Source: an optimization exercise on an open RTL-to-GDS flow (aim: small area). Production flows keep margins and buffers that such runs may drop.
Function was checked by simulation only, so behaviour that the tests miss may differ from the original.
No driver is modelled on the clock port, so clock power and skew are understated where the tree is cut down; a real chip needs a root buffer or a tree.
Power and IR drop assume default switching activity.

// TopModule
module TopModule(
	input CLK1,
	input RST,
	output [7:0] HEX0,
	output [7:0] HEX1,
	output [7:0] HEX2,
	output [7:0] HEX3,
	output [7:0] HEX4,
	output [7:0] HEX5,
	input [1:0] BTN,
	output [9:0] LED,
	input [9:0] SW
	);
Size: about 290 cells after synthesis, about 45 flip-flops.
Settings: LEC_CHECK=0, CAP_MARGIN=20, CORE_MARGIN=2, CORE_UTILIZATION=40, SLEW_MARGIN=20; clock period 20.0 ns.
standard.sh (not shown) runs the stock make flow with config.mk's settings and CLKGATE_MAP_FILE= SYNTH_SCRIPT=/design/flow/synth_recipe.tcl, a recipe that flattens the netlist after the stock synthesis.
==> flow/flow/run.sh <==
#!/bin/bash
# Own layout flow: the standard synthesis script, with no half/full adder
# cells and no cell above the smallest drive, then the standard ORFS steps with
# area-oriented settings (smallest port buffers, cells downsized after
# floorplan, a small clock tree without dummy loads).
set -euo pipefail

# the platform's don't-use cells and every cell above the smallest drive
DONT_USE=$(tr '\n' ' ' < flow/dont_use.txt)

# The standard flow's synthesis script, with ABC mapping for area (flow/abc_override.tcl)
cat flow/abc_override.tcl synth_recipe.tcl > area_synth.tcl
AREA_ABC_SCRIPT=$PWD/flow/area.script bash standard.sh \
  "SYNTH_SCRIPT=$PWD/area_synth.tcl" \
  "DONT_USE_CELLS=$DONT_USE sky130_fd_sc_hd__ha_1 sky130_fd_sc_hd__fa_1" \
  "MIN_BUF_CELL_AND_PORTS=sky130_fd_sc_hd__buf_1 A X" \
  synth > synth.log 2>&1

bash standard.sh \
  "DONT_USE_CELLS=$DONT_USE" \
  "REMOVE_ABC_BUFFERS=1" \
  "SKIP_REPAIR_TIE_FANOUT=1" \
  "BUFFER_PORTS_ARGS=-buffer_cell sky130_fd_sc_hd__buf_1" \
  "CTS_ARGS=$(cat flow/cts_args.txt)" \
  "RECOVER_POWER=100" \
  "POST_CTS_TCL=$PWD/flow/clock_split.tcl" "CLOCK_SPLIT_COUNT=2" "CLOCK_SPLIT_CELL=sky130_fd_sc_hd__clkbuf_16" \
  "POST_FLOORPLAN_TCL=$PWD/flow/downsize.tcl" \
  finish > finish.log 2>&1
==> flow/flow/abc_override.tcl <==
# Map with an area-oriented ABC script instead of the flow's speed script.
proc abc {args} {
  set i [lsearch -exact $args -script]
  if {$i >= 0} { lset args [expr {$i + 1}] $::env(AREA_ABC_SCRIPT) }
  yosys abc {*}$args
}
==> flow/flow/area.script <==
strash
&get -n
&deepsyn -T 20
&put
dch -f
amap
topo
==> flow/flow/clock_split.tcl <==
# After CTS: rebuild the clock tree as CLOCK_SPLIT_COUNT buffers of type
# CLOCK_SPLIT_CELL, each driven by the clock port and driving the flip-flops of
# one vertical strip of the core (sinks sorted by x), placed at the middle of
# its sinks. The buffers CTS made are removed.
set block [ord::get_db_block]
set db [ord::get_db]
set clk [$block findNet CLK1]
set k $::env(CLOCK_SPLIT_COUNT)
set master [$db findMaster $::env(CLOCK_SPLIT_CELL)]

# collect the flip-flop clock pins below the port through the CTS buffers
set sinks {}
set bufs {}
set todo [list $clk]
while {[llength $todo]} {
  set n [lindex $todo 0]
  set todo [lrange $todo 1 end]
  foreach it [$n getITerms] {
    set inst [$it getInst]
    if {[string match "*clkbuf*" [[$inst getMaster] getName]] && [$it getIoType] eq "INPUT"} {
      lappend bufs $inst
      lappend todo [[$inst findITerm X] getNet]
    } elseif {[$it getIoType] eq "INPUT"} {
      lappend sinks $it
    }
  }
}
foreach b $bufs {
  set n [[$b findITerm X] getNet]
  foreach it [$n getITerms] { $it disconnect }
  foreach it [$b getITerms] { if {[$it getNet] ne "NULL"} { $it disconnect } }
  odb::dbInst_destroy $b
  if {$n ne $clk} { odb::dbNet_destroy $n }
}
foreach it $sinks { if {[$it getNet] ne "NULL"} { $it disconnect } }

# strips by x
set keyed {}
foreach it $sinks { lappend keyed [list [lindex [[$it getInst] getLocation] 0] $it] }
set keyed [lsort -integer -index 0 $keyed]
set n [llength $keyed]
for {set g 0} {$g < $k} {incr g} {
  set lo [expr {$g * $n / $k}]
  set hi [expr {($g + 1) * $n / $k}]
  set buf [odb::dbInst_create $block $master "clkbuf_split_$g"]
  set net [odb::dbNet_create $block "clknet_split_$g"]
  $net setSigType CLOCK
  [$buf findITerm A] connect $clk
  [$buf findITerm X] connect $net
  set sx 0; set sy 0
  for {set i $lo} {$i < $hi} {incr i} {
    set it [lindex [lindex $keyed $i] 1]
    $it connect $net
    set loc [[$it getInst] getLocation]
    incr sx [lindex $loc 0]; incr sy [lindex $loc 1]
  }
  set m [expr {$hi - $lo}]
  $buf setLocation [expr {$sx / $m}] [expr {$sy / $m}]
  $buf setPlacementStatus PLACED
  puts "clock_split: $::env(CLOCK_SPLIT_CELL) clkbuf_split_$g drives $m sinks"
}
detailed_placement
estimate_parasitics -placement
==> flow/flow/cts_args.txt <==
-sink_clustering_enable -sink_clustering_size 60 -sink_clustering_max_diameter 500 -buf_list {sky130_fd_sc_hd__clkbuf_16} -dont_use_dummy_load -repair_clock_nets
==> flow/flow/downsize.tcl <==
# Replace every combinational cell by the smallest-area cell of the same
# function (same name stem, other drive strength) that is not don't-use.
set db [ord::get_db]
set dont_use [split $::env(DONT_USE_CELLS)]
set masters {}
foreach lib [$db getLibs] {
  foreach m [$lib getMasters] { dict set masters [$m getName] $m }
}
set n 0
foreach inst [[ord::get_db_block] getInsts] {
  set m [$inst getMaster]
  if {[$m getType] ne "CORE"} continue
  set name [$m getName]
  if {![regexp {^(sky130_fd_sc_hd__[a-z0-9]+)_([0-9]+)$} $name -> stem drive]} continue
  if {[string match "*__df*" $stem] || [string match "*__conb" $stem]} continue
  set best $name
  set best_area [expr {[$m getWidth] * [$m getHeight]}]
  dict for {cand cm} $masters {
    if {![regexp "^${stem}_\[0-9\]+\$" $cand]} continue
    if {$cand in $dont_use} continue
    set a [expr {[$cm getWidth] * [$cm getHeight]}]
    if {$a < $best_area} { set best $cand; set best_area $a }
  }
  if {$best ne $name} {
    replace_cell [$inst getName] $best
    incr n
  }
}
puts "downsize: replaced $n cells"
Other scripts of this flow, unchanged in this note and not shown: flow/flow/dont_use.txt
Change:
--- a/flow/flow/run.sh
+++ b/flow/flow/run.sh
@@ -22 +21,0 @@
-  "SKIP_REPAIR_TIE_FANOUT=1" \
@@ -26 +24,0 @@
-  "POST_CTS_TCL=$PWD/flow/clock_split.tcl" "CLOCK_SPLIT_COUNT=2" "CLOCK_SPLIT_CELL=sky130_fd_sc_hd__clkbuf_16" \
removed: flow/flow/clock_split.tcl
=> The changed run completed with no timing, DRC or antenna violations. Synthesized cell count does not change. Cell count is higher by about 3.4%. Critical path depth stays the same. Sequential cell count does not change. Sequential power stays flat. Cell area rises by 5.0%. Utilization increases by 2.3 points. Power went up by 22%.
Change:
==> flow/flow/run.sh (replaced) <==
#!/bin/bash
# Own layout flow: the standard synthesis unchanged, then the standard ORFS
# steps with area-oriented settings (smallest port buffers, no large cells
# after synthesis, a small clock tree without dummy loads, power recovery).
set -euo pipefail
bash standard.sh synth > synth.log 2>&1

# the platform's don't-use cells and every cell above the smallest drive
DONT_USE=$(tr '\n' ' ' < flow/dont_use.txt)

bash standard.sh \
  "DONT_USE_CELLS=$DONT_USE" \
  "BUFFER_PORTS_ARGS=-buffer_cell sky130_fd_sc_hd__buf_1" \
  "CTS_ARGS=$(cat flow/cts_args.txt)" \
  "RECOVER_POWER=100" \
  "POST_FLOORPLAN_TCL=$PWD/flow/downsize.tcl" \
  finish > finish.log 2>&1
==> flow/flow/cts_args.txt (replaced) <==
-sink_clustering_enable -sink_clustering_size 30 -sink_clustering_max_diameter 200 -buf_list {sky130_fd_sc_hd__clkbuf_4 sky130_fd_sc_hd__clkbuf_8} -dont_use_dummy_load -repair_clock_nets
removed: flow/flow/abc_override.tcl
removed: flow/flow/area.script
What happened: The new run completed with no timing, DRC or antenna violations. Cell area rose by about 30%. Setup slack barely changes. Critical path depth fell by 2. Global-route usage fell by 1.7 points. Fmax is about the same. Power fell by 7.4%. Die area rose by 41%. Sequential power rose by about 3.2%. Synthesized cell count rose by 24%.
Change:
--- a/flow/flow/run.sh
+++ b/flow/flow/run.sh
@@ -2,3 +2,4 @@
-# Own layout flow: the standard synthesis unchanged, then the standard ORFS
-# steps with area-oriented settings (smallest port buffers, no large cells
-# after synthesis, a small clock tree without dummy loads, power recovery).
+# Own layout flow: the standard synthesis script, with no half/full adder
+# cells and no cell above the smallest drive, then the standard ORFS steps with
+# area-oriented settings (smallest port buffers, cells downsized after
+# floorplan, a small clock tree without dummy loads).
@@ -6 +6,0 @@
-bash standard.sh synth > synth.log 2>&1
@@ -10,0 +11,8 @@
+# The standard flow's synthesis script, with ABC mapping for area (flow/abc_override.tcl)
+cat flow/abc_override.tcl synth_recipe.tcl > area_synth.tcl
+AREA_ABC_SCRIPT=$PWD/flow/area.script bash standard.sh \
+  "SYNTH_SCRIPT=$PWD/area_synth.tcl" \
+  "DONT_USE_CELLS=$DONT_USE sky130_fd_sc_hd__ha_1 sky130_fd_sc_hd__fa_1" \
+  "MIN_BUF_CELL_AND_PORTS=sky130_fd_sc_hd__buf_1 A X" \
+  synth > synth.log 2>&1
+
@@ -12,0 +21 @@
+  "REMOVE_ABC_BUFFERS=1" \
==> flow/flow/abc_override.tcl (new file) <==
# Map with an area-oriented ABC script instead of the flow's speed script.
proc abc {args} {
  set i [lsearch -exact $args -script]
  if {$i >= 0} { lset args [expr {$i + 1}] $::env(AREA_ABC_SCRIPT) }
  yosys abc {*}$args
}
==> flow/flow/area.script (new file) <==
strash
&get -n
&deepsyn -T 20
&dch -f
&nf -R 1000
&put
topo
==> flow/flow/cts_args.txt (replaced) <==
-sink_clustering_enable -sink_clustering_size 60 -sink_clustering_max_diameter 500 -buf_list {sky130_fd_sc_hd__clkbuf_16} -dont_use_dummy_load -repair_clock_nets
What happened: The new run passed the timing, DRC and antenna checks. Setup slack is better by 0.14 ns. Routed wire length goes down by 25%. Synthesized cell count goes down by 24%. Area after synthesis goes down by 30%. Cell area goes down by 22%. Via count goes down by 22%. Maximum frequency goes up by 2.4%. Global-route usage goes up by 0.82 points.
The clock cells of the first run of this note come from the design's own scripts or RTL, not from TritonCTS.

static timing again, ports no longer ideal:
No port has a modelled driver above. Below, the same layouts with a new extraction and two added sets of constraints.
Step 1 sets driving cells, clkbuf_16 on the clock port and buf_2 on the other inputs (assumed; they add their load-dependent delay and slew).
Step 2 adds t to the input delays and takes it off the output delays; t is the mean of the earliest and latest rising clock arrival at the registers after step 1. Input paths then give back, and output paths get back, about the clock's delay inside the block.
a / b / c = ideal / step 1 / step 2; a / b = the first two.
| run | t, ns | slack for setup (ns) | slew at the worst register clock pin (ns) | pins driven straight from the clock port |
|---|---|---|---|---|
| the first run | 0.192 | 14.058 / 14.074 / 13.882 | 0.09 / 0.09 | 2 |
| the second run | 0.304 | 14.118 / 14.087 / 14.391 | 0.06 / 0.06 | 1 |
| the third run | 0.310 | 14.116 / 14.088 / 13.995 | 0.08 / 0.08 | 1 |
| the fourth run | 0.299 | 14.253 / 14.224 / 14.480 | 0.06 / 0.06 | 1 |
After both steps setup and hold are still met in every run listed. The setup slack of the first run, which loses most, moves by +0.016 ns with the drivers and by -0.176 ns with both steps.
